Context: an optimization exercise on an open-source flow, tuned for small area, a short achievable clock period and few clock cycles. The choices shown serve that exercise and are no tape-out recipe. No functional check of the RTL was part of any run shown here.

==> flow/design.v, too long to show whole: its modules and the start of the top module <==
// module fxp_smul: 12 lines
// module cordic: 3278 lines
module cordic(i_clk, i_rst, i_en, o_vld, o_cosine, o_sine, i_theta);
  // ...
==> flow/flow/run.sh <==
#!/bin/bash
# The standard layout (standard.sh), with timing repair aiming for extra setup slack.
set -euo pipefail
export SETUP_SLACK_MARGIN=6.6
bash standard.sh > standard.log 2>&1
==> flow/standard.sh <==
#!/bin/bash
# synth_recipe.tcl (not shown) runs the flow's synth.tcl, then flattens the netlist and writes it again
# the make line also repeats each setting of config.mk as NAME=value (left out here)
make -C /OpenROAD-flow-scripts/flow DESIGN_CONFIG=/design/flow/config.mk WORK_HOME=/design/flow/orfs CLKGATE_MAP_FILE= SYNTH_SCRIPT=/design/flow/synth_recipe.tcl "${@:-finish}"
==> flow/config.mk <==
export PLATFORM = sky130hd
export DESIGN_NAME = cordic
export DESIGN_NICKNAME = cordic
export VERILOG_FILES = /design/flow/design.v
export SDC_FILE = /design/flow/constraint.sdc
export NUM_CORES = 4
export LEC_CHECK = 0
export CAP_MARGIN = 20
export CORE_MARGIN = 2
export CORE_UTILIZATION = 40
export CTS_BUF_LIST = sky130_fd_sc_hd__clkbuf_16
export CTS_CLUSTER_DIAMETER = 100
export CTS_CLUSTER_SIZE = 25
export SLEW_MARGIN = 20
export SYNTH_MEMORY_MAX_BITS = 16384
==> flow/constraint.sdc <==
create_clock -name core_clock -period 10.0 [get_ports {i_clk}]
set_input_delay 2.0000 -clock core_clock [delete_from_list [all_inputs] [get_ports {i_clk}]]
set_output_delay 2.0000 -clock core_clock [all_outputs]
set_load 0.01 [all_outputs]
==> reports/qor.yml, run 1 <==
report.final.slew_viol_count: 0
critPathBufInv: 1
critPathRequiredTime_ns: 10.61
clkTransAtPathRegs_ns: 0.10
rsz0062_at_grt: "true"
utilization: 0.442
synthTopCellsByArea: "dfxtp_1 (37%), ha_1 (9.7%), xnor2_1 (9.3%)"
synthDistinctLibCells: 88
finalCritPeriodShare: 0.341
layout_common_cells: "dfxtp_1 (1333), xnor2_1 (778), xor2_1 (578), nor2_1 (578), ha_1 (576)"
synthTopCellsByCount: "dfxtp_1 (1370), xnor2_1 (797), xor2_1 (600)"
final.min_clock_period_ns: 3.41
seq_share: 0.335
r2r_end: "y16_q14[14]"
max_stage_delay_ns: 0.45
grt.busiest_layer: "met2"
fin_skew_ns: 0.0256
syn-cell-area_mm2: 0.0750
fin_ws_ns: 6.59
routed_wl_mm: 163
die-area_mm2: 0.191
whs_endpoint: "n23_q19"
area.sequential_mm2: 0.0275
gr-usage-met3: 0.0185
post-route-drc-count: 0
num_rows: 158
worstPathArrival_ns: 4.02
endpoint: "y16_q14[14]"
hpwl_mm: 125
synth.mux.area_fraction: 0.0189
status: "timing/DRC/antenna clean"
clockBufferDepth: 3
cp_top_family: "compound AO/OA/AOI/OAI gates"
==> run 2, diff against run 1 <==
--- a/flow/design.v
+++ b/flow/design.v
@@ -229,16 +229,24 @@
     reg n3_q4;
     reg n3_q5;
     reg n4_q4;
     reg n4_q5;
     reg n5_q4;
     reg n5_q5;
     reg n6_q5;
     reg n7_q5;
+    wire le0;
+    wire ls0;
+    wire le1;
+    wire ls1;
+    wire le2;
+    wire ls2;
+    wire le3;
+    wire ls3;
     wire [7:0] lutidx;
     reg signed [18:0] xl, yl;
     wire signed [18:0] x8;
     wire signed [18:0] y8;
     reg signed [18:0] x8_q6;
     reg signed [18:0] y8_q6;
     reg n8_q6;
     wire signed [18:0] xs8;
@@ -676,275 +684,283 @@
     assign ca13 = phi13_q18 + 6'sd16;
     assign phi14 = ~ltp13 ? cs13[3:0] : ltn13 ? ca13[3:0] : phi13_q18[3:0];
     assign sat14 = sat13_q18 | (~ltp13 ? ~((&cs13[5:3]) | ~(|cs13[5:3])) : ltn13 ? ~((&ca13[5:3]) | ~(|ca13[5:3])) : 1'b0);
     assign sgn14 = sat13_q18 ? sgn13_q18 : ~ltp13 ? cs13[5] : ltn13 ? ca13[5] : phi13_q18[5];
     assign n28 = sat14_q19 ? sgn14_q19 : phi14_q19[3];
     assign ltp14 = phi14_q19 < 4'sd4;
     assign ltn14 = phi14_q19 < -4'sd4;
     assign n29 = sat14_q19 ? sgn14_q19 : (phi14_q19[3] ? ltn14 : ltp14);
-    assign lutidx = {n7_q5,n6_q5,n5_q5,n4_q5,n3_q5,n2_q5,n1_q5,n0_q5};
+    assign le0 = n0_q5 ^ n1_q5;
+    assign ls0 = n0_q5 & ~le0;
+    assign le1 = n2_q5 ^ n3_q5;
+    assign ls1 = n2_q5 & ~le1;
+    assign le2 = n4_q5 ^ n5_q5;
+    assign ls2 = n4_q5 & ~le2;
+    assign le3 = n6_q5 ^ n7_q5;
+    assign ls3 = n6_q5 & ~le3;
+    assign lutidx = {ls3,le3,ls2,le2,ls1,le1,ls0,le0};
     always @* begin
         case (lutidx)
             8'd0: begin xl = -19'sd176000; yl = -19'sd16800; end
             8'd1: begin xl = -19'sd16800; yl = 19'sd176000; end
-            8'd2: begin xl = -19'sd16800; yl = 19'sd176000; end
-            8'd3: begin xl = 19'sd176000; yl = 19'sd16800; end
+            8'd2: begin xl = 19'sd176000; yl = 19'sd16800; end
+            8'd3: begin xl = -19'sd16800; yl = 19'sd176000; end
             8'd4: begin xl = -19'sd119040; yl = 19'sd130720; end
             8'd5: begin xl = 19'sd130720; yl = 19'sd119040; end
-            8'd6: begin xl = 19'sd130720; yl = 19'sd119040; end
-            8'd7: begin xl = 19'sd119040; yl = -19'sd130720; end
-            8'd8: begin xl = -19'sd119040; yl = 19'sd130720; end
-            8'd9: begin xl = 19'sd130720; yl = 19'sd119040; end
-            8'd10: begin xl = 19'sd130720; yl = 19'sd119040; end
-            8'd11: begin xl = 19'sd119040; yl = -19'sd130720; end
-            8'd12: begin xl = 19'sd33152; yl = 19'sd173664; end
-            8'd13: begin xl = 19'sd173664; yl = -19'sd33152; end
-            8'd14: begin xl = 19'sd173664; yl = -19'sd33152; end
-            8'd15: begin xl = -19'sd33152; yl = -19'sd173664; end
+            8'd6: begin xl = 19'sd119040; yl = -19'sd130720; end
+            8'd7: begin xl = 19'sd130720; yl = 19'sd119040; end
+            8'd8: begin xl = 19'sd33152; yl = 19'sd173664; end
+            8'd9: begin xl = 19'sd173664; yl = -19'sd33152; end
+            8'd10: begin xl = -19'sd33152; yl = -19'sd173664; end
+            8'd11: begin xl = 19'sd173664; yl = -19'sd33152; end
+            8'd12: begin xl = -19'sd119040; yl = 19'sd130720; end
+            8'd13: begin xl = 19'sd130720; yl = 19'sd119040; end
+            8'd14: begin xl = 19'sd119040; yl = -19'sd130720; end
+            8'd15: begin xl = 19'sd130720; yl = 19'sd119040; end
             8'd16: begin xl = -19'sd163200; yl = 19'sd68000; end
             8'd17: begin xl = 19'sd68000; yl = 19'sd163200; end
-            8'd18: begin xl = 19'sd68000; yl = 19'sd163200; end
-            8'd19: begin xl = 19'sd163200; yl = -19'sd68000; end
+            8'd18: begin xl = 19'sd163200; yl = -19'sd68000; end
+            8'd19: begin xl = 19'sd68000; yl = 19'sd163200; end
             8'd20: begin xl = -19'sd43520; yl = 19'sd171360; end
             8'd21: begin xl = 19'sd171360; yl = 19'sd43520; end
-            8'd22: begin xl = 19'sd171360; yl = 19'sd43520; end
-            8'd23: begin xl = 19'sd43520; yl = -19'sd171360; end
-            8'd24: begin xl = -19'sd43520; yl = 19'sd171360; end
-            8'd25: begin xl = 19'sd171360; yl = 19'sd43520; end
-            8'd26: begin xl = 19'sd171360; yl = 19'sd43520; end
-            8'd27: begin xl = 19'sd43520; yl = -19'sd171360; end
-            8'd28: begin xl = 19'sd110976; yl = 19'sd137632; end
-            8'd29: begin xl = 19'sd137632; yl = -19'sd110976; end
-            8'd30: begin xl = 19'sd137632; yl = -19'sd110976; end
-            8'd31: begin xl = -19'sd110976; yl = -19'sd137632; end
-            8'd32: begin xl = -19'sd163200; yl = 19'sd68000; end
-            8'd33: begin xl = 19'sd68000; yl = 19'sd163200; end
-            8'd34: begin xl = 19'sd68000; yl = 19'sd163200; end
-            8'd35: begin xl = 19'sd163200; yl = -19'sd68000; end
-            8'd36: begin xl = -19'sd43520; yl = 19'sd171360; end
-            8'd37: begin xl = 19'sd171360; yl = 19'sd43520; end
-            8'd38: begin xl = 19'sd171360; yl = 19'sd43520; end
-            8'd39: begin xl = 19'sd43520; yl = -19'sd171360; end
-            8'd40: begin xl = -19'sd43520; yl = 19'sd171360; end
-            8'd41: begin xl = 19'sd171360; yl = 19'sd43520; end
-            8'd42: begin xl = 19'sd171360; yl = 19'sd43520; end
-            8'd43: begin xl = 19'sd43520; yl = -19'sd171360; end
-            8'd44: begin xl = 19'sd110976; yl = 19'sd137632; end
-            8'd45: begin xl = 19'sd137632; yl = -19'sd110976; end
-            8'd46: begin xl = 19'sd137632; yl = -19'sd110976; end
-            8'd47: begin xl = -19'sd110976; yl = -19'sd137632; end
-            8'd48: begin xl = -19'sd112000; yl = 19'sd136800; end
-            8'd49: begin xl = 19'sd136800; yl = 19'sd112000; end
-            8'd50: begin xl = 19'sd136800; yl = 19'sd112000; end
-            8'd51: begin xl = 19'sd112000; yl = -19'sd136800; end
-            8'd52: begin xl = 19'sd42240; yl = 19'sd171680; end
-            8'd53: begin xl = 19'sd171680; yl = -19'sd42240; end
-            8'd54: begin xl = 19'sd171680; yl = -19'sd42240; end
-            8'd55: begin xl = -19'sd42240; yl = -19'sd171680; end
-            8'd56: begin xl = 19'sd42240; yl = 19'sd171680; end
-            8'd57: begin xl = 19'sd171680; yl = -19'sd42240; end
-            8'd58: begin xl = 19'sd171680; yl = -19'sd42240; end
-            8'd59: begin xl = -19'sd42240; yl = -19'sd171680; end
-            8'd60: begin xl = 19'sd162688; yl = 19'sd69216; end
-            8'd61: begin xl = 19'sd69216; yl = -19'sd162688; end
-            8'd62: begin xl = 19'sd69216; yl = -19'sd162688; end
-            8'd63: begin xl = -19'sd162688; yl = -19'sd69216; end
+            8'd22: begin xl = 19'sd43520; yl = -19'sd171360; end
+            8'd23: begin xl = 19'sd171360; yl = 19'sd43520; end
+            8'd24: begin xl = 19'sd110976; yl = 19'sd137632; end
+            8'd25: begin xl = 19'sd137632; yl = -19'sd110976; end
+            8'd26: begin xl = -19'sd110976; yl = -19'sd137632; end
+            8'd27: begin xl = 19'sd137632; yl = -19'sd110976; end
+            8'd28: begin xl = -19'sd43520; yl = 19'sd171360; end
+            8'd29: begin xl = 19'sd171360; yl = 19'sd43520; end
+            8'd30: begin xl = 19'sd43520; yl = -19'sd171360; end
+            8'd31: begin xl = 19'sd171360; yl = 19'sd43520; end
+            8'd32: begin xl = -19'sd112000; yl = 19'sd136800; end
+            8'd33: begin xl = 19'sd136800; yl = 19'sd112000; end
+            8'd34: begin xl = 19'sd112000; yl = -19'sd136800; end
+            8'd35: begin xl = 19'sd136800; yl = 19'sd112000; end
+            8'd36: begin xl = 19'sd42240; yl = 19'sd171680; end
+            8'd37: begin xl = 19'sd171680; yl = -19'sd42240; end
+            8'd38: begin xl = -19'sd42240; yl = -19'sd171680; end
+            8'd39: begin xl = 19'sd171680; yl = -19'sd42240; end
+            8'd40: begin xl = 19'sd162688; yl = 19'sd69216; end
+            8'd41: begin xl = 19'sd69216; yl = -19'sd162688; end
+            8'd42: begin xl = -19'sd162688; yl = -19'sd69216; end
+            8'd43: begin xl = 19'sd69216; yl = -19'sd162688; end
+            8'd44: begin xl = 19'sd42240; yl = 19'sd171680; end
+            8'd45: begin xl = 19'sd171680; yl = -19'sd42240; end
+            8'd46: begin xl = -19'sd42240; yl = -19'sd171680; end
+            8'd47: begin xl = 19'sd171680; yl = -19'sd42240; end
+            8'd48: begin xl = -19'sd163200; yl = 19'sd68000; end
+            8'd49: begin xl = 19'sd68000; yl = 19'sd163200; end
+            8'd50: begin xl = 19'sd163200; yl = -19'sd68000; end
+            8'd51: begin xl = 19'sd68000; yl = 19'sd163200; end
+            8'd52: begin xl = -19'sd43520; yl = 19'sd171360; end
+            8'd53: begin xl = 19'sd171360; yl = 19'sd43520; end
+            8'd54: begin xl = 19'sd43520; yl = -19'sd171360; end
+            8'd55: begin xl = 19'sd171360; yl = 19'sd43520; end
+            8'd56: begin xl = 19'sd110976; yl = 19'sd137632; end
+            8'd57: begin xl = 19'sd137632; yl = -19'sd110976; end
+            8'd58: begin xl = -19'sd110976; yl = -19'sd137632; end
+            8'd59: begin xl = 19'sd137632; yl = -19'sd110976; end
+            8'd60: begin xl = -19'sd43520; yl = 19'sd171360; end
+            8'd61: begin xl = 19'sd171360; yl = 19'sd43520; end
+            8'd62: begin xl = 19'sd43520; yl = -19'sd171360; end
+            8'd63: begin xl = 19'sd171360; yl = 19'sd43520; end
             8'd64: begin xl = -19'sd174720; yl = 19'sd27040; end
             8'd65: begin xl = 19'sd27040; yl = 19'sd174720; end
-            8'd66: begin xl = 19'sd27040; yl = 19'sd174720; end
-            8'd67: begin xl = 19'sd174720; yl = -19'sd27040; end
+            8'd66: begin xl = 19'sd174720; yl = -19'sd27040; end
+            8'd67: begin xl = 19'sd27040; yl = 19'sd174720; end
             8'd68: begin xl = -19'sd83200; yl = 19'sd156000; end
             8'd69: begin xl = 19'sd156000; yl = 19'sd83200; end
-            8'd70: begin xl = 19'sd156000; yl = 19'sd83200; end
-            8'd71: begin xl = 19'sd83200; yl = -19'sd156000; end
-            8'd72: begin xl = -19'sd83200; yl = 19'sd156000; end
-            8'd73: begin xl = 19'sd156000; yl = 19'sd83200; end
-            8'd74: begin xl = 19'sd156000; yl = 19'sd83200; end
-            8'd75: begin xl = 19'sd83200; yl = -19'sd156000; end
-            8'd76: begin xl = 19'sd74880; yl = 19'sd160160; end
-            8'd77: begin xl = 19'sd160160; yl = -19'sd74880; end
-            8'd78: begin xl = 19'sd160160; yl = -19'sd74880; end
-            8'd79: begin xl = -19'sd74880; yl = -19'sd160160; end
+            8'd70: begin xl = 19'sd83200; yl = -19'sd156000; end
+            8'd71: begin xl = 19'sd156000; yl = 19'sd83200; end
+            8'd72: begin xl = 19'sd74880; yl = 19'sd160160; end
+            8'd73: begin xl = 19'sd160160; yl = -19'sd74880; end
+            8'd74: begin xl = -19'sd74880; yl = -19'sd160160; end
+            8'd75: begin xl = 19'sd160160; yl = -19'sd74880; end
+            8'd76: begin xl = -19'sd83200; yl = 19'sd156000; end
+            8'd77: begin xl = 19'sd156000; yl = 19'sd83200; end
+            8'd78: begin xl = 19'sd83200; yl = -19'sd156000; end
+            8'd79: begin xl = 19'sd156000; yl = 19'sd83200; end
             8'd80: begin xl = -19'sd141440; yl = 19'sd106080; end
             8'd81: begin xl = 19'sd106080; yl = 19'sd141440; end
-            8'd82: begin xl = 19'sd106080; yl = 19'sd141440; end
-            8'd83: begin xl = 19'sd141440; yl = -19'sd106080; end
+            8'd82: begin xl = 19'sd141440; yl = -19'sd106080; end
+            8'd83: begin xl = 19'sd106080; yl = 19'sd141440; end
             8'd84: begin xl = 19'sd0; yl = 19'sd176800; end
             8'd85: begin xl = 19'sd176800; yl = 19'sd0; end
-            8'd86: begin xl = 19'sd176800; yl = 19'sd0; end
-            8'd87: begin xl = 19'sd0; yl = -19'sd176800; end
-            8'd88: begin xl = 19'sd0; yl = 19'sd176800; end
-            8'd89: begin xl = 19'sd176800; yl = 19'sd0; end
-            8'd90: begin xl = 19'sd176800; yl = 19'sd0; end
-            8'd91: begin xl = 19'sd0; yl = -19'sd176800; end
-            8'd92: begin xl = 19'sd141440; yl = 19'sd106080; end
-            8'd93: begin xl = 19'sd106080; yl = -19'sd141440; end
-            8'd94: begin xl = 19'sd106080; yl = -19'sd141440; end
-            8'd95: begin xl = -19'sd141440; yl = -19'sd106080; end
-            8'd96: begin xl = -19'sd141440; yl = 19'sd106080; end
-            8'd97: begin xl = 19'sd106080; yl = 19'sd141440; end
-            8'd98: begin xl = 19'sd106080; yl = 19'sd141440; end
-            8'd99: begin xl = 19'sd141440; yl = -19'sd106080; end
-            8'd100: begin xl = 19'sd0; yl = 19'sd176800; end
-            8'd101: begin xl = 19'sd176800; yl = 19'sd0; end
-            8'd102: begin xl = 19'sd176800; yl = 19'sd0; end
-            8'd103: begin xl = 19'sd0; yl = -19'sd176800; end
-            8'd104: begin xl = 19'sd0; yl = 19'sd176800; end
-            8'd105: begin xl = 19'sd176800; yl = 19'sd0; end
-            8'd106: begin xl = 19'sd176800; yl = 19'sd0; end
-            8'd107: begin xl = 19'sd0; yl = -19'sd176800; end
-            8'd108: begin xl = 19'sd141440; yl = 19'sd106080; end
-            8'd109: begin xl = 19'sd106080; yl = -19'sd141440; end
-            8'd110: begin xl = 19'sd106080; yl = -19'sd141440; end
-            8'd111: begin xl = -19'sd141440; yl = -19'sd106080; end
-            8'd112: begin xl = -19'sd74880; yl = 19'sd160160; end
-            8'd113: begin xl = 19'sd160160; yl = 19'sd74880; end
-            8'd114: begin xl = 19'sd160160; yl = 19'sd74880; end
-            8'd115: begin xl = 19'sd74880; yl = -19'sd160160; end
-            8'd116: begin xl = 19'sd83200; yl = 19'sd156000; end
-            8'd117: begin xl = 19'sd156000; yl = -19'sd83200; end
-            8'd118: begin xl = 19'sd156000; yl = -19'sd83200; end
-            8'd119: begin xl = -19'sd83200; yl = -19'sd156000; end
-            8'd120: begin xl = 19'sd83200; yl = 19'sd156000; end
-            8'd121: begin xl = 19'sd156000; yl = -19'sd83200; end
-            8'd122: begin xl = 19'sd156000; yl = -19'sd83200; end
-            8'd123: begin xl = -19'sd83200; yl = -19'sd156000; end
-            8'd124: begin xl = 19'sd174720; yl = 19'sd27040; end
-            8'd125: begin xl = 19'sd27040; yl = -19'sd174720; end
-            8'd126: begin xl = 19'sd27040; yl = -19'sd174720; end
-            8'd127: begin xl = -19'sd174720; yl = -19'sd27040; end
-            8'd128: begin xl = -19'sd174720; yl = 19'sd27040; end
-            8'd129: begin xl = 19'sd27040; yl = 19'sd174720; end
-            8'd130: begin xl = 19'sd27040; yl = 19'sd174720; end
-            8'd131: begin xl = 19'sd174720; yl = -19'sd27040; end
-            8'd132: begin xl = -19'sd83200; yl = 19'sd156000; end
-            8'd133: begin xl = 19'sd156000; yl = 19'sd83200; end
-            8'd134: begin xl = 19'sd156000; yl = 19'sd83200; end
-            8'd135: begin xl = 19'sd83200; yl = -19'sd156000; end
-            8'd136: begin xl = -19'sd83200; yl = 19'sd156000; end
-            8'd137: begin xl = 19'sd156000; yl = 19'sd83200; end
-            8'd138: begin xl = 19'sd156000; yl = 19'sd83200; end
-            8'd139: begin xl = 19'sd83200; yl = -19'sd156000; end
-            8'd140: begin xl = 19'sd74880; yl = 19'sd160160; end
-            8'd141: begin xl = 19'sd160160; yl = -19'sd74880; end
-            8'd142: begin xl = 19'sd160160; yl = -19'sd74880; end
-            8'd143: begin xl = -19'sd74880; yl = -19'sd160160; end
-            8'd144: begin xl = -19'sd141440; yl = 19'sd106080; end
-            8'd145: begin xl = 19'sd106080; yl = 19'sd141440; end
-            8'd146: begin xl = 19'sd106080; yl = 19'sd141440; end
-            8'd147: begin xl = 19'sd141440; yl = -19'sd106080; end
-            8'd148: begin xl = 19'sd0; yl = 19'sd176800; end
-            8'd149: begin xl = 19'sd176800; yl = 19'sd0; end
-            8'd150: begin xl = 19'sd176800; yl = 19'sd0; end
-            8'd151: begin xl = 19'sd0; yl = -19'sd176800; end
-            8'd152: begin xl = 19'sd0; yl = 19'sd176800; end
-            8'd153: begin xl = 19'sd176800; yl = 19'sd0; end
-            8'd154: begin xl = 19'sd176800; yl = 19'sd0; end
-            8'd155: begin xl = 19'sd0; yl = -19'sd176800; end
-            8'd156: begin xl = 19'sd141440; yl = 19'sd106080; end
-            8'd157: begin xl = 19'sd106080; yl = -19'sd141440; end
-            8'd158: begin xl = 19'sd106080; yl = -19'sd141440; end
-            8'd159: begin xl = -19'sd141440; yl = -19'sd106080; end
-            8'd160: begin xl = -19'sd141440; yl = 19'sd106080; end
-            8'd161: begin xl = 19'sd106080; yl = 19'sd141440; end
-            8'd162: begin xl = 19'sd106080; yl = 19'sd141440; end
-            8'd163: begin xl = 19'sd141440; yl = -19'sd106080; end
-            8'd164: begin xl = 19'sd0; yl = 19'sd176800; end
-            8'd165: begin xl = 19'sd176800; yl = 19'sd0; end
-            8'd166: begin xl = 19'sd176800; yl = 19'sd0; end
-            8'd167: begin xl = 19'sd0; yl = -19'sd176800; end
-            8'd168: begin xl = 19'sd0; yl = 19'sd176800; end
-            8'd169: begin xl = 19'sd176800; yl = 19'sd0; end
-            8'd170: begin xl = 19'sd176800; yl = 19'sd0; end
-            8'd171: begin xl = 19'sd0; yl = -19'sd176800; end
-            8'd172: begin xl = 19'sd141440; yl = 19'sd106080; end
-            8'd173: begin xl = 19'sd106080; yl = -19'sd141440; end
-            8'd174: begin xl = 19'sd106080; yl = -19'sd141440; end
-            8'd175: begin xl = -19'sd141440; yl = -19'sd106080; end
-            8'd176: begin xl = -19'sd74880; yl = 19'sd160160; end
-            8'd177: begin xl = 19'sd160160; yl = 19'sd74880; end
-            8'd178: begin xl = 19'sd160160; yl = 19'sd74880; end
-            8'd179: begin xl = 19'sd74880; yl = -19'sd160160; end
-            8'd180: begin xl = 19'sd83200; yl = 19'sd156000; end
-            8'd181: begin xl = 19'sd156000; yl = -19'sd83200; end
-            8'd182: begin xl = 19'sd156000; yl = -19'sd83200; end
-            8'd183: begin xl = -19'sd83200; yl = -19'sd156000; end
-            8'd184: begin xl = 19'sd83200; yl = 19'sd156000; end
-            8'd185: begin xl = 19'sd156000; yl = -19'sd83200; end
-            8'd186: begin xl = 19'sd156000; yl = -19'sd83200; end
-            8'd187: begin xl = -19'sd83200; yl = -19'sd156000; end
-            8'd188: begin xl = 19'sd174720; yl = 19'sd27040; end
-            8'd189: begin xl = 19'sd27040; yl = -19'sd174720; end
-            8'd190: begin xl = 19'sd27040; yl = -19'sd174720; end
-            8'd191: begin xl = -19'sd174720; yl = -19'sd27040; end
-            8'd192: begin xl = -19'sd162688; yl = 19'sd69216; end
-            8'd193: begin xl = 19'sd69216; yl = 19'sd162688; end
-            8'd194: begin xl = 19'sd69216; yl = 19'sd162688; end
-            8'd195: begin xl = 19'sd162688; yl = -19'sd69216; end
-            8'd196: begin xl = -19'sd42240; yl = 19'sd171680; end
-            8'd197: begin xl = 19'sd171680; yl = 19'sd42240; end
-            8'd198: begin xl = 19'sd171680; yl = 19'sd42240; end
-            8'd199: begin xl = 19'sd42240; yl = -19'sd171680; end
-            8'd200: begin xl = -19'sd42240; yl = 19'sd171680; end
-            8'd201: begin xl = 19'sd171680; yl = 19'sd42240; end
-            8'd202: begin xl = 19'sd171680; yl = 19'sd42240; end
-            8'd203: begin xl = 19'sd42240; yl = -19'sd171680; end
-            8'd204: begin xl = 19'sd112000; yl = 19'sd136800; end
-            8'd205: begin xl = 19'sd136800; yl = -19'sd112000; end
-            8'd206: begin xl = 19'sd136800; yl = -19'sd112000; end
-            8'd207: begin xl = -19'sd112000; yl = -19'sd136800; end
-            8'd208: begin xl = -19'sd110976; yl = 19'sd137632; end
-            8'd209: begin xl = 19'sd137632; yl = 19'sd110976; end
-            8'd210: begin xl = 19'sd137632; yl = 19'sd110976; end
-            8'd211: begin xl = 19'sd110976; yl = -19'sd137632; end
-            8'd212: begin xl = 19'sd43520; yl = 19'sd171360; end
-            8'd213: begin xl = 19'sd171360; yl = -19'sd43520; end
-            8'd214: begin xl = 19'sd171360; yl = -19'sd43520; end
-            8'd215: begin xl = -19'sd43520; yl = -19'sd171360; end
-            8'd216: begin xl = 19'sd43520; yl = 19'sd171360; end
-            8'd217: begin xl = 19'sd171360; yl = -19'sd43520; end
-            8'd218: begin xl = 19'sd171360; yl = -19'sd43520; end
-            8'd219: begin xl = -19'sd43520; yl = -19'sd171360; end
-            8'd220: begin xl = 19'sd163200; yl = 19'sd68000; end
-            8'd221: begin xl = 19'sd68000; yl = -19'sd163200; end
-            8'd222: begin xl = 19'sd68000; yl = -19'sd163200; end
-            8'd223: begin xl = -19'sd163200; yl = -19'sd68000; end
-            8'd224: begin xl = -19'sd110976; yl = 19'sd137632; end
-            8'd225: begin xl = 19'sd137632; yl = 19'sd110976; end
-            8'd226: begin xl = 19'sd137632; yl = 19'sd110976; end
-            8'd227: begin xl = 19'sd110976; yl = -19'sd137632; end
-            8'd228: begin xl = 19'sd43520; yl = 19'sd171360; end
-            8'd229: begin xl = 19'sd171360; yl = -19'sd43520; end
-            8'd230: begin xl = 19'sd171360; yl = -19'sd43520; end
-            8'd231: begin xl = -19'sd43520; yl = -19'sd171360; end
-            8'd232: begin xl = 19'sd43520; yl = 19'sd171360; end
-            8'd233: begin xl = 19'sd171360; yl = -19'sd43520; end
-            8'd234: begin xl = 19'sd171360; yl = -19'sd43520; end
-            8'd235: begin xl = -19'sd43520; yl = -19'sd171360; end
-            8'd236: begin xl = 19'sd163200; yl = 19'sd68000; end
-            8'd237: begin xl = 19'sd68000; yl = -19'sd163200; end
-            8'd238: begin xl = 19'sd68000; yl = -19'sd163200; end
-            8'd239: begin xl = -19'sd163200; yl = -19'sd68000; end
-            8'd240: begin xl = -19'sd33152; yl = 19'sd173664; end
-            8'd241: begin xl = 19'sd173664; yl = 19'sd33152; end
-            8'd242: begin xl = 19'sd173664; yl = 19'sd33152; end
-            8'd243: begin xl = 19'sd33152; yl = -19'sd173664; end
-            8'd244: begin xl = 19'sd119040; yl = 19'sd130720; end
-            8'd245: begin xl = 19'sd130720; yl = -19'sd119040; end
-            8'd246: begin xl = 19'sd130720; yl = -19'sd119040; end
-            8'd247: begin xl = -19'sd119040; yl = -19'sd130720; end
-            8'd248: begin xl = 19'sd119040; yl = 19'sd130720; end
-            8'd249: begin xl = 19'sd130720; yl = -19'sd119040; end
-            8'd250: begin xl = 19'sd130720; yl = -19'sd119040; end
-            8'd251: begin xl = -19'sd119040; yl = -19'sd130720; end
-            8'd252: begin xl = 19'sd176000; yl = -19'sd16800; end
-            8'd253: begin xl = -19'sd16800; yl = -19'sd176000; end
-            8'd254: begin xl = -19'sd16800; yl = -19'sd176000; end
-            8'd255: begin xl = -19'sd176000; yl = 19'sd16800; end
+            8'd86: begin xl = 19'sd0; yl = -19'sd176800; end
+            8'd87: begin xl = 19'sd176800; yl = 19'sd0; end
+            8'd88: begin xl = 19'sd141440; yl = 19'sd106080; end
+            8'd89: begin xl = 19'sd106080; yl = -19'sd141440; end
+            8'd90: begin xl = -19'sd141440; yl = -19'sd106080; end
+            8'd91: begin xl = 19'sd106080; yl = -19'sd141440; end
+            8'd92: begin xl = 19'sd0; yl = 19'sd176800; end
+            8'd93: begin xl = 19'sd176800; yl = 19'sd0; end
+            8'd94: begin xl = 19'sd0; yl = -19'sd176800; end
+            8'd95: begin xl = 19'sd176800; yl = 19'sd0; end
+            8'd96: begin xl = -19'sd74880; yl = 19'sd160160; end
+            8'd97: begin xl = 19'sd160160; yl = 19'sd74880; end
+            8'd98: begin xl = 19'sd74880; yl = -19'sd160160; end
+            8'd99: begin xl = 19'sd160160; yl = 19'sd74880; end
+            8'd100: begin xl = 19'sd83200; yl = 19'sd156000; end
+            8'd101: begin xl = 19'sd156000; yl = -19'sd83200; end
+            8'd102: begin xl = -19'sd83200; yl = -19'sd156000; end
+            8'd103: begin xl = 19'sd156000; yl = -19'sd83200; end
+            8'd104: begin xl = 19'sd174720; yl = 19'sd27040; end
+            8'd105: begin xl = 19'sd27040; yl = -19'sd174720; end
+            8'd106: begin xl = -19'sd174720; yl = -19'sd27040; end
+            8'd107: begin xl = 19'sd27040; yl = -19'sd174720; end
+            8'd108: begin xl = 19'sd83200; yl = 19'sd156000; end
+            8'd109: begin xl = 19'sd156000; yl = -19'sd83200; end
+            8'd110: begin xl = -19'sd83200; yl = -19'sd156000; end
+            8'd111: begin xl = 19'sd156000; yl = -19'sd83200; end
+            8'd112: begin xl = -19'sd141440; yl = 19'sd106080; end
+            8'd113: begin xl = 19'sd106080; yl = 19'sd141440; end
+            8'd114: begin xl = 19'sd141440; yl = -19'sd106080; end
+            8'd115: begin xl = 19'sd106080; yl = 19'sd141440; end
+            8'd116: begin xl = 19'sd0; yl = 19'sd176800; end
+            8'd117: begin xl = 19'sd176800; yl = 19'sd0; end
+            8'd118: begin xl = 19'sd0; yl = -19'sd176800; end
+            8'd119: begin xl = 19'sd176800; yl = 19'sd0; end
+            8'd120: begin xl = 19'sd141440; yl = 19'sd106080; end
+            8'd121: begin xl = 19'sd106080; yl = -19'sd141440; end
+            8'd122: begin xl = -19'sd141440; yl = -19'sd106080; end
+            8'd123: begin xl = 19'sd106080; yl = -19'sd141440; end
+            8'd124: begin xl = 19'sd0; yl = 19'sd176800; end
+            8'd125: begin xl = 19'sd176800; yl = 19'sd0; end
+            8'd126: begin xl = 19'sd0; yl = -19'sd176800; end
+            8'd127: begin xl = 19'sd176800; yl = 19'sd0; end
+            8'd128: begin xl = -19'sd162688; yl = 19'sd69216; end
+            8'd129: begin xl = 19'sd69216; yl = 19'sd162688; end
+            8'd130: begin xl = 19'sd162688; yl = -19'sd69216; end
+            8'd131: begin xl = 19'sd69216; yl = 19'sd162688; end
+            8'd132: begin xl = -19'sd42240; yl = 19'sd171680; end
+            8'd133: begin xl = 19'sd171680; yl = 19'sd42240; end
+            8'd134: begin xl = 19'sd42240; yl = -19'sd171680; end
+            8'd135: begin xl = 19'sd171680; yl = 19'sd42240; end
+            8'd136: begin xl = 19'sd112000; yl = 19'sd136800; end
+            8'd137: begin xl = 19'sd136800; yl = -19'sd112000; end
+            8'd138: begin xl = -19'sd112000; yl = -19'sd136800; end
+            8'd139: begin xl = 19'sd136800; yl = -19'sd112000; end
+            8'd140: begin xl = -19'sd42240; yl = 19'sd171680; end
+            8'd141: begin xl = 19'sd171680; yl = 19'sd42240; end
+            8'd142: begin xl = 19'sd42240; yl = -19'sd171680; end
+            8'd143: begin xl = 19'sd171680; yl = 19'sd42240; end
+            8'd144: begin xl = -19'sd110976; yl = 19'sd137632; end
+            8'd145: begin xl = 19'sd137632; yl = 19'sd110976; end
+            8'd146: begin xl = 19'sd110976; yl = -19'sd137632; end
+            8'd147: begin xl = 19'sd137632; yl = 19'sd110976; end
+            8'd148: begin xl = 19'sd43520; yl = 19'sd171360; end
+            8'd149: begin xl = 19'sd171360; yl = -19'sd43520; end
+            8'd150: begin xl = -19'sd43520; yl = -19'sd171360; end
+            8'd151: begin xl = 19'sd171360; yl = -19'sd43520; end
+            8'd152: begin xl = 19'sd163200; yl = 19'sd68000; end
+            8'd153: begin xl = 19'sd68000; yl = -19'sd163200; end
+            8'd154: begin xl = -19'sd163200; yl = -19'sd68000; end
+            8'd155: begin xl = 19'sd68000; yl = -19'sd163200; end
+            8'd156: begin xl = 19'sd43520; yl = 19'sd171360; end
+            8'd157: begin xl = 19'sd171360; yl = -19'sd43520; end
+            8'd158: begin xl = -19'sd43520; yl = -19'sd171360; end
+            8'd159: begin xl = 19'sd171360; yl = -19'sd43520; end
+            8'd160: begin xl = -19'sd33152; yl = 19'sd173664; end
+            8'd161: begin xl = 19'sd173664; yl = 19'sd33152; end
+            8'd162: begin xl = 19'sd33152; yl = -19'sd173664; end
+            8'd163: begin xl = 19'sd173664; yl = 19'sd33152; end
+            8'd164: begin xl = 19'sd119040; yl = 19'sd130720; end
+            8'd165: begin xl = 19'sd130720; yl = -19'sd119040; end
+            8'd166: begin xl = -19'sd119040; yl = -19'sd130720; end
+            8'd167: begin xl = 19'sd130720; yl = -19'sd119040; end
+            8'd168: begin xl = 19'sd176000; yl = -19'sd16800; end
+            8'd169: begin xl = -19'sd16800; yl = -19'sd176000; end
+            8'd170: begin xl = -19'sd176000; yl = 19'sd16800; end
+            8'd171: begin xl = -19'sd16800; yl = -19'sd176000; end
+            8'd172: begin xl = 19'sd119040; yl = 19'sd130720; end
+            8'd173: begin xl = 19'sd130720; yl = -19'sd119040; end
+            8'd174: begin xl = -19'sd119040; yl = -19'sd130720; end
+            8'd175: begin xl = 19'sd130720; yl = -19'sd119040; end
+            8'd176: begin xl = -19'sd110976; yl = 19'sd137632; end
+            8'd177: begin xl = 19'sd137632; yl = 19'sd110976; end
+            8'd178: begin xl = 19'sd110976; yl = -19'sd137632; end
+            8'd179: begin xl = 19'sd137632; yl = 19'sd110976; end
+            8'd180: begin xl = 19'sd43520; yl = 19'sd171360; end
+            8'd181: begin xl = 19'sd171360; yl = -19'sd43520; end
+            8'd182: begin xl = -19'sd43520; yl = -19'sd171360; end
+            8'd183: begin xl = 19'sd171360; yl = -19'sd43520; end
+            8'd184: begin xl = 19'sd163200; yl = 19'sd68000; end
+            8'd185: begin xl = 19'sd68000; yl = -19'sd163200; end
+            8'd186: begin xl = -19'sd163200; yl = -19'sd68000; end
+            8'd187: begin xl = 19'sd68000; yl = -19'sd163200; end
+            8'd188: begin xl = 19'sd43520; yl = 19'sd171360; end
+            8'd189: begin xl = 19'sd171360; yl = -19'sd43520; end
+            8'd190: begin xl = -19'sd43520; yl = -19'sd171360; end
+            8'd191: begin xl = 19'sd171360; yl = -19'sd43520; end
+            8'd192: begin xl = -19'sd174720; yl = 19'sd27040; end
+            8'd193: begin xl = 19'sd27040; yl = 19'sd174720; end
+            8'd194: begin xl = 19'sd174720; yl = -19'sd27040; end
+            8'd195: begin xl = 19'sd27040; yl = 19'sd174720; end
+            8'd196: begin xl = -19'sd83200; yl = 19'sd156000; end
+            8'd197: begin xl = 19'sd156000; yl = 19'sd83200; end
+            8'd198: begin xl = 19'sd83200; yl = -19'sd156000; end
+            8'd199: begin xl = 19'sd156000; yl = 19'sd83200; end
+            8'd200: begin xl = 19'sd74880; yl = 19'sd160160; end
+            8'd201: begin xl = 19'sd160160; yl = -19'sd74880; end
+            8'd202: begin xl = -19'sd74880; yl = -19'sd160160; end
+            8'd203: begin xl = 19'sd160160; yl = -19'sd74880; end
+            8'd204: begin xl = -19'sd83200; yl = 19'sd156000; end
+            8'd205: begin xl = 19'sd156000; yl = 19'sd83200; end
+            8'd206: begin xl = 19'sd83200; yl = -19'sd156000; end
+            8'd207: begin xl = 19'sd156000; yl = 19'sd83200; end
+            8'd208: begin xl = -19'sd141440; yl = 19'sd106080; end
+            8'd209: begin xl = 19'sd106080; yl = 19'sd141440; end
+            8'd210: begin xl = 19'sd141440; yl = -19'sd106080; end
+            8'd211: begin xl = 19'sd106080; yl = 19'sd141440; end
+            8'd212: begin xl = 19'sd0; yl = 19'sd176800; end
+            8'd213: begin xl = 19'sd176800; yl = 19'sd0; end
+            8'd214: begin xl = 19'sd0; yl = -19'sd176800; end
+            8'd215: begin xl = 19'sd176800; yl = 19'sd0; end
+            8'd216: begin xl = 19'sd141440; yl = 19'sd106080; end
+            8'd217: begin xl = 19'sd106080; yl = -19'sd141440; end
+            8'd218: begin xl = -19'sd141440; yl = -19'sd106080; end
+            8'd219: begin xl = 19'sd106080; yl = -19'sd141440; end
+            8'd220: begin xl = 19'sd0; yl = 19'sd176800; end
+            8'd221: begin xl = 19'sd176800; yl = 19'sd0; end
+            8'd222: begin xl = 19'sd0; yl = -19'sd176800; end
+            8'd223: begin xl = 19'sd176800; yl = 19'sd0; end
+            8'd224: begin xl = -19'sd74880; yl = 19'sd160160; end
+            8'd225: begin xl = 19'sd160160; yl = 19'sd74880; end
+            8'd226: begin xl = 19'sd74880; yl = -19'sd160160; end
+            8'd227: begin xl = 19'sd160160; yl = 19'sd74880; end
+            8'd228: begin xl = 19'sd83200; yl = 19'sd156000; end
+            8'd229: begin xl = 19'sd156000; yl = -19'sd83200; end
+            8'd230: begin xl = -19'sd83200; yl = -19'sd156000; end
+            8'd231: begin xl = 19'sd156000; yl = -19'sd83200; end
+            8'd232: begin xl = 19'sd174720; yl = 19'sd27040; end
+            8'd233: begin xl = 19'sd27040; yl = -19'sd174720; end
+            8'd234: begin xl = -19'sd174720; yl = -19'sd27040; end
+            8'd235: begin xl = 19'sd27040; yl = -19'sd174720; end
+            8'd236: begin xl = 19'sd83200; yl = 19'sd156000; end
+            8'd237: begin xl = 19'sd156000; yl = -19'sd83200; end
+            8'd238: begin xl = -19'sd83200; yl = -19'sd156000; end
+            8'd239: begin xl = 19'sd156000; yl = -19'sd83200; end
+            8'd240: begin xl = -19'sd141440; yl = 19'sd106080; end
+            8'd241: begin xl = 19'sd106080; yl = 19'sd141440; end
+            8'd242: begin xl = 19'sd141440; yl = -19'sd106080; end
+            8'd243: begin xl = 19'sd106080; yl = 19'sd141440; end
+            8'd244: begin xl = 19'sd0; yl = 19'sd176800; end
+            8'd245: begin xl = 19'sd176800; yl = 19'sd0; end
+            8'd246: begin xl = 19'sd0; yl = -19'sd176800; end
+            8'd247: begin xl = 19'sd176800; yl = 19'sd0; end
+            8'd248: begin xl = 19'sd141440; yl = 19'sd106080; end
+            8'd249: begin xl = 19'sd106080; yl = -19'sd141440; end
+            8'd250: begin xl = -19'sd141440; yl = -19'sd106080; end
+            8'd251: begin xl = 19'sd106080; yl = -19'sd141440; end
+            8'd252: begin xl = 19'sd0; yl = 19'sd176800; end
+            8'd253: begin xl = 19'sd176800; yl = 19'sd0; end
+            8'd254: begin xl = 19'sd0; yl = -19'sd176800; end
+            8'd255: begin xl = 19'sd176800; yl = 19'sd0; end
             default: begin xl = 19'sd0; yl = 19'sd0; end
         endcase
     end
     assign x8 = xl;
     assign y8 = yl;
     assign xs8 = x8_q6 >>> 4;
     assign ys8 = y8_q6 >>> 4;
     assign x9_b = ys8 ^ {19{~n8_q6}};
==> reports/qor.yml, run 2 <==
antenna_found_initial: 3
cts_tree: "built"
syn_avg_cell_area_um2: 9.35
clkTransAtPathRegs_ns: 0.09  # about the same
start_kind: "flip-flop"
dr.pass1.iters: 5
synthFlopType: "dfxtp_1"
placed_cells: 10322
initial_core_util: 0.403
synth-seq-cells: 1370
critPathRequiredTime_ns: 10.60  # about the same
hold_violations: 0
fin_skew_ns: 0.0373  # +0.0118 ns
pin_count: 76
synthDistinctLibCells: 92  # +4.5%
reg_top3: "vld x30, bx_q29 x24, by_q29 x24"
hpwl_mm: 123  # -2.1%
r2r_cells: 11
final.min_clock_period_ns: 3.47  # +0.0522 ns
status: "timing/DRC/antenna clean"
worst-path-max-fanout: 5
finalSetupViolations: 0
hold-path-cell-count: 0
route.vias.total: 53531
die_y_um: 436
yosysMostFrequentCell: "dfxtp_1"
cts_buffers: 70
layout_common_cells: "dfxtp_1 (1326), xnor2_1 (777), nor2_1 (582)"
nFillCells: 17810
antenna_left: 0
cts-htree-levels: 3
syn-cell-area_mm2: 0.0747  # -0.49%
track_usage: 0.163
die_x_um: 436
routed_wl_mm: 160  # -1.7%
worstPathArrival_ns: 4.07  # +0.05 ns
critical_path_class: "reg -> reg"
fp.coreArea_mm2: 0.185
largest_register_ffs: 30
synthTopCellsByCount: "dfxtp_1 (1370), xnor2_1 (794), xor2_1 (606)"
num_rows: 158  # unchanged
grt_first_pass_wirelength_mm: 262
synth_edf_count: 0
end_kind: "flip-flop"
cap_violations: 0
synthTopCellsByArea: "dfxtp_1 (37%), ha_1 (9.8%), xnor2_1 (9.3%)"
yosys_warnings: 1
synth.net_count: 8786
die-area_mm2: 0.190  # -0.49%
mostFrequentLayoutCell: "dfxtp_1"
area_growth_pct: 10.4
finalCritPeriodShare: 0.347  # +0.00522
grt_overflow: 0
holdWs_ns: 0.319
grt_pass1_vias: 52820
wl_per_cell_um: 15.2
gp_congestion: 0.879
viasPerCell: 5.08
clock-sinks: 1370
clockBufferDepth: 3  # unchanged
synth_top_area_frac: 0.367
rsz0062_at_grt: "true"
max_freq_mhz: 289
ys_seq_area_frac: 0.367
num-nets-final: 8836
clk-insertion-delay-late_ns: 0.72
worst_pin_slew_ns: 0.963
netlist_instances: 7983
final_cell_count_no_fill: 10539
drt_iter0_drc: 2771
postSynth.asyncResetShare: 0
post-route-drc-count: 0  # unchanged
report.final.slew_viol_count: 0  # unchanged
relSlewSlack: 0.356
drive_gt1_frac: 0.0721
grt_max_degree: 53
clockRootBuffer: "clkbuf_16"
min_path_type: "reg -> reg"
finalSetupTns_ns: 0
post-synth-top-area-cell: "dfxtp_1"
max_flop_register: "vld"
diodes: 0
io_buffers: 75
==> run 2: changes by cell type in the layout (fill, tap and decap cells not counted), moves of 16 or more <==
cell	before	now
a21oi_1	394	376
a21boi_0	0	19
mux2i_1	101	82
or2_1	33	0
o22ai_1	47	29
a21o_1	138	120
o21ai_1	225	12
o21ai_0	119	282
or2_2	11	35
nor4_1	57	41
inv_2	19	3
nand2b_1	108	83
nor2b_1	92	115
==> run 2: metrics by stage <==
stage | utilization | cell area (um^2) | setup WS [ns]
6_report | 0.445 | 82500 | 6.53
3_3_place_gp | 0.420 | 77900 | 5.89
4_1_cts | 0.435 | 80700 | 6.50
3_5_place_dp | 0.420 | 77900 | 5.84
5_1_grt | 0.445 | 82500 | 6.47
2_1_floorplan | - | 74900 | 6.44
==> run 2: timing repair <==
action,CTS,global route
cloned,3,3
endpoints found under the hold margin,0,0
pin swaps,18,56
resized for setup,196,210
buffers inserted,32,81
endpoints found under the setup margin,263,208
hold buffers,0,0
==> run 2: kinds of logic after synthesis <==
kind of cell | after synthesis | synth area share
and+or+nand+nor | 2153 | 0.140
AOI/OAI and AO/OA | 1422 | 0.124
xor gates and xnor gates | 1402 | 0.165
DFF | 1370 | 0.367
adders and majority gates | 776 | 0.149
buffers and inverters | 739 | 0.0380
muxes | 121 | 0.0175
==> run 2: critical path, cell delays in order (launching register included) <==
cell and delay [ns]:
dfxtp_1 0.53, xor2_4 0.23, ha_4 0.23, and3_4 0.16, a2111o_1 0.40, o311a_1 0.35, o31a_1 0.29, or4_4 0.45
a31oi_4 0.25, xnor2_4 0.19, o211ai_2 0.12, xnor2_1 0.16
==> run 2: worst paths after layout <==
check	to	start	slack (ns)
worst max register to register	y15_q13[18]	x14_q12[8]	6.53
worst min register to register	phi7_q11[10]	phi7_q10[10]	0.32
worst min-delay path	phi7_q11[10]	phi7_q10[10]	0.32
worst max-delay path	y15_q13[18]	x14_q12[8]	6.53
==> run 2: layer usage <==
layer	wire length, um	global-route usage
met5	0	0
met4	4490	0.0523
met3	4710	0.0175
met2	78300	0.290
met1	72900	0.205
==> run 2: layout make-up <==
cell class | instances | area (um^2) | area share
multi-input cells | 5875 | 45900 | 0.556
flip-flops and latches | 1370 | 27500 | 0.334
well taps | 2480 | 3100 | 0.0376
repair buffers | 218 | 2050 | 0.0248
inverters | 498 | 1870 | 0.0227
clock buffers | 72 | 1800 | 0.0218
clock inverters | 26 | 270 | 0.00328
==> run 3, diff against run 2 <==
==> flow/flow/run.sh (replaced) <==
#!/bin/bash
# The standard layout (standard.sh), with timing repair aiming for extra setup slack.
set -euo pipefail
export SETUP_SLACK_MARGIN=6.7
bash standard.sh > standard.log 2>&1
==> reports/qor.yml, run 3 <==
post-synth-top-area-cell: "dfxtp_1"
area_growth_pct: 11.3
start_kind: "flip-flop"
pin_count: 76  # unchanged
drive_gt1_frac: 0.0877  # +0.0156
grt_overflow: 0  # unchanged
routed_wl_mm: 162  # +0.99%
antenna_found_initial: 1  # -2
die-area_mm2: 0.190  # unchanged
dr.pass1.iters: 6  # +1
io_buffers: 75  # unchanged
wl_per_cell_um: 15.3  # +0.87%
use_met1: 0.209  # +0.00383
rr_startpoint: "n14_q12"
synth_top_area_frac: 0.367  # unchanged
relSlewSlack: 0.355  # -0.000586
postSynth.asyncResetShare: 0  # unchanged
syn-cell-area_mm2: 0.0747  # unchanged
clockRootBuffer: "clkbuf_16"
post-route-drc-count: 0  # unchanged
hold-path-cell-count: 0  # unchanged
rsz0062_at_grt: "true"
clock-sinks: 1370  # unchanged
r2r_cells: 12  # +1
final_area_mm2: 0.0831  # +0.81%
route.vias.total: 53762  # +0.43%
nFillCells: 17695  # -0.65%
cap_violations: 0  # unchanged
grt_pass1_vias: 52922  # +0.19%
finalSetupTns_ns: 0  # unchanged
grt_first_pass_wirelength_mm: 264  # +0.91%
r2r_setup_slack_ns: 6.51  # -0.02 ns
netlist_instances: 7983  # unchanged
worst_pin_slew_ns: 0.955  # -0.00822 ns
r2r_end: "y15_q13[18]"
clockBufferDepth: 3  # unchanged
critical_path_class: "reg -> reg"
worstPathArrival_ns: 4.10  # +0.03 ns
max_freq_mhz: 287  # -0.56%
status: "timing/DRC/antenna clean"
fp.coreArea_mm2: 0.185  # unchanged
finalCritPeriodShare: 0.349  # +0.00196
dpl_cell_area_mm2: 0.0780  # +0.15%
cts_buffers: 70  # unchanged
ys_seq_area_frac: 0.367  # unchanged
end_kind: "flip-flop"
final_cell_count_no_fill: 10551  # +0.11%
clk-insertion-delay-late_ns: 0.72  # about the same
yosys_warnings: 1  # unchanged
grt_use_met2: 0.293  # +0.00261
num_rows: 158  # unchanged
yosysMostFrequentCell: "dfxtp_1"
grt.busiest_layer: "met2"
grt_max_degree: 53  # unchanged
final.min_clock_period_ns: 3.49  # +0.0196 ns
area.sequential_mm2: 0.0275  # about the same
synth.net_count: 8786  # unchanged
placed_cells: 10324  # +0.019%
hpwl_mm: 123  # +0.42%
holdWs_ns: 0.305  # -0.0143 ns
mostFrequentLayoutCell: "dfxtp_1"
whs_endpoint: "n23_q20"
hold_path_startpoint: "n23_q19"
cts_tree: "built"
hold_violations: 0  # unchanged
antenna_left: 0  # unchanged
die_x_um: 436  # unchanged
finalSetupViolations: 0  # unchanged
min_path_type: "reg -> reg"
initial_core_util: 0.403  # unchanged
layout_common_cells: "dfxtp_1 (1312), xnor2_1 (775), nor2_1 (579)"
cts-htree-levels: 3  # unchanged
gr-usage-met3: 0.0185  # +0.000979
num-nets-final: 8853  # +0.19%
track_usage: 0.165  # +0.00155
critPathRequiredTime_ns: 10.62  # +0.02 ns
viasPerCell: 5.10  # +0.32%
drt_iter0_drc: 2759  # -0.43%
multi_input_area_mm2: 0.0464  # +1.1%
synthTopCellsByCount: "dfxtp_1 (1370), xnor2_1 (794), xor2_1 (606)"
largest_register_ffs: 30  # unchanged
synth_edf_count: 0  # unchanged
synthTopCellsByArea: "dfxtp_1 (37%), ha_1 (9.8%), xnor2_1 (9.3%)"
worst-path-max-fanout: 6  # +1
synth-seq-cells: 1370  # unchanged
fin_skew_ns: 0.0461  # +0.00872 ns
report.final.slew_viol_count: 0  # unchanged
max_flop_register: "vld"
reg_top3: "vld x30, bx_q29 x24, by_q29 x24"
die_y_um: 436  # unchanged
synthFlopType: "dfxtp_1"
syn_avg_cell_area_um2: 9.35  # unchanged
clkTransAtPathRegs_ns: 0.10  # about the same
gp_congestion: 0.879  # about the same
synthDistinctLibCells: 92  # unchanged
run 3: changes by cell type in the layout (fill, tap and decap cells not counted), moves of 7 or more:
cell | previous run | this run
dfxtp_1 | 1326 | 1312
dlygate4sd2_1 | 26 | 0
ha_4 | 5 | 13
buf_4 | 113 | 126
buf_2 | 5 | 37
ha_1 | 581 | 569
dfxtp_2 | 28 | 39
a21oi_1 | 376 | 369
o21ai_0 | 282 | 275
run 3: area by class of cell:
type / count / share of cell area
multi-input cells: 5874 / 0.558
flip-flops and latches: 1370 / 0.331
well taps: 2480 / 0.0373
repair buffers: 236 / 0.0261
inverters: 498 / 0.0225
clock buffers: 71 / 0.0214
clock inverters: 21 / 0.00379
diodes: 1 / 0.0000301
run 3: layer usage:
layer  vias to the layer above  part of all wire
met4                         0             0.028
met1                     25372              0.45
met2                       841              0.49
li1                      27298                 -
met3                       251             0.032
met5                         -                 0
run 3: per-stage QoR:
step,utilization,worst slack (ns)
2_1_floorplan,-,6.44
3_3_place_gp,0.421,5.95
3_5_place_dp,0.421,5.90
4_1_cts,0.438,6.52
5_1_grt,0.448,6.42
6_report,0.448,6.51
run 3: worst max-delay path: stages (launching register included):
cell and delay, ns:
dfxtp_4 0.36, buf_12 0.14, xor2_2 0.18, ha_1 0.31, and3_1 0.18, a2111o_1 0.40
o311a_1 0.35, o31a_1 0.28, or4_4 0.44, a31oi_4 0.29, xnor2_4 0.19, o211ai_2 0.12
xnor2_1 0.15
run 3: kinds of logic after synthesis:
| logic type | Yosys count | share of synthesized area |
|---|---|---|
| DFF | 1370 | 0.367 |
| buffers and inverters | 739 | 0.0380 |
| muxes | 121 | 0.0175 |
| and+or+nand+nor | 2153 | 0.140 |
| AOI/OAI and AO/OA | 1422 | 0.124 |
| adders and majority gates | 776 | 0.149 |
| xor gates and xnor gates | 1402 | 0.165 |
run 3: repair_timing:
action | in CTS | in global routing
endpoints found under the setup margin | 325 | 233
pin swaps | 43 | 98
hold buffers | 0 | 0
buffers inserted | 58 | 69
resized for setup | 348 | 251
cloned | 4 | 3
run 3: worst max-delay path by stage:
| stage | from | endpoint | slack (ns) |
|---|---|---|---|
| 2_1_floorplan | n14_q12 | y15_q13[17] | 6.44 |
| 3_3_place_gp | n22_q20 | x23_q21[17] | 5.95 |
| 3_5_place_dp | n23_q21 | x24_q22[17] | 5.90 |
| 4_1_cts | n14_q12 | y15_q13[18] | 6.52 |
| 5_1_grt | n14_q12 | y15_q13[18] | 6.42 |
| 6_report | n14_q12 | y15_q13[18] | 6.51 |

## static timing again, ports no longer ideal
The results above use ideal ports. As a check the final layouts listed here were re-extracted and re-timed, cells and wires unchanged.
Step 1: set_driving_cell puts a clkbuf_16 on i_clk and a buf_2 on each other input, an assumption about the parent block.
Step 2 adds t to the input delays and takes it off the output delays; t is the mean of the earliest and latest rising clock arrival at the registers after step 1. Input paths then give back, and output paths get back, about the clock's delay inside the block.
Three values: ideal, step 1, step 2; two values: the first two.
| run | shift t [ns] | setup WS [ns] | clock arrival spread, ns | worst register clock-pin slew, ns | cell pins on the clock port's net |
|---|---|---|---|---|---|
| run 1 | 0.782 | 6.586 / 6.586 / 6.517 | 0.029 / 0.029 | 0.10 / 0.10 | 1 |
| run 2 | 0.791 | 6.534 / 6.534 / 6.534 | 0.046 / 0.046 | 0.10 / 0.10 | 1 |
| run 3 | 0.775 | 6.514 / 6.514 / 6.514 | 0.049 / 0.050 | 0.10 / 0.10 | 1 |
After both steps setup and hold are still met in every run listed. The setup slack of run 1, which loses most, moves by 0.000 ns with the drivers and by -0.069 ns with both steps.
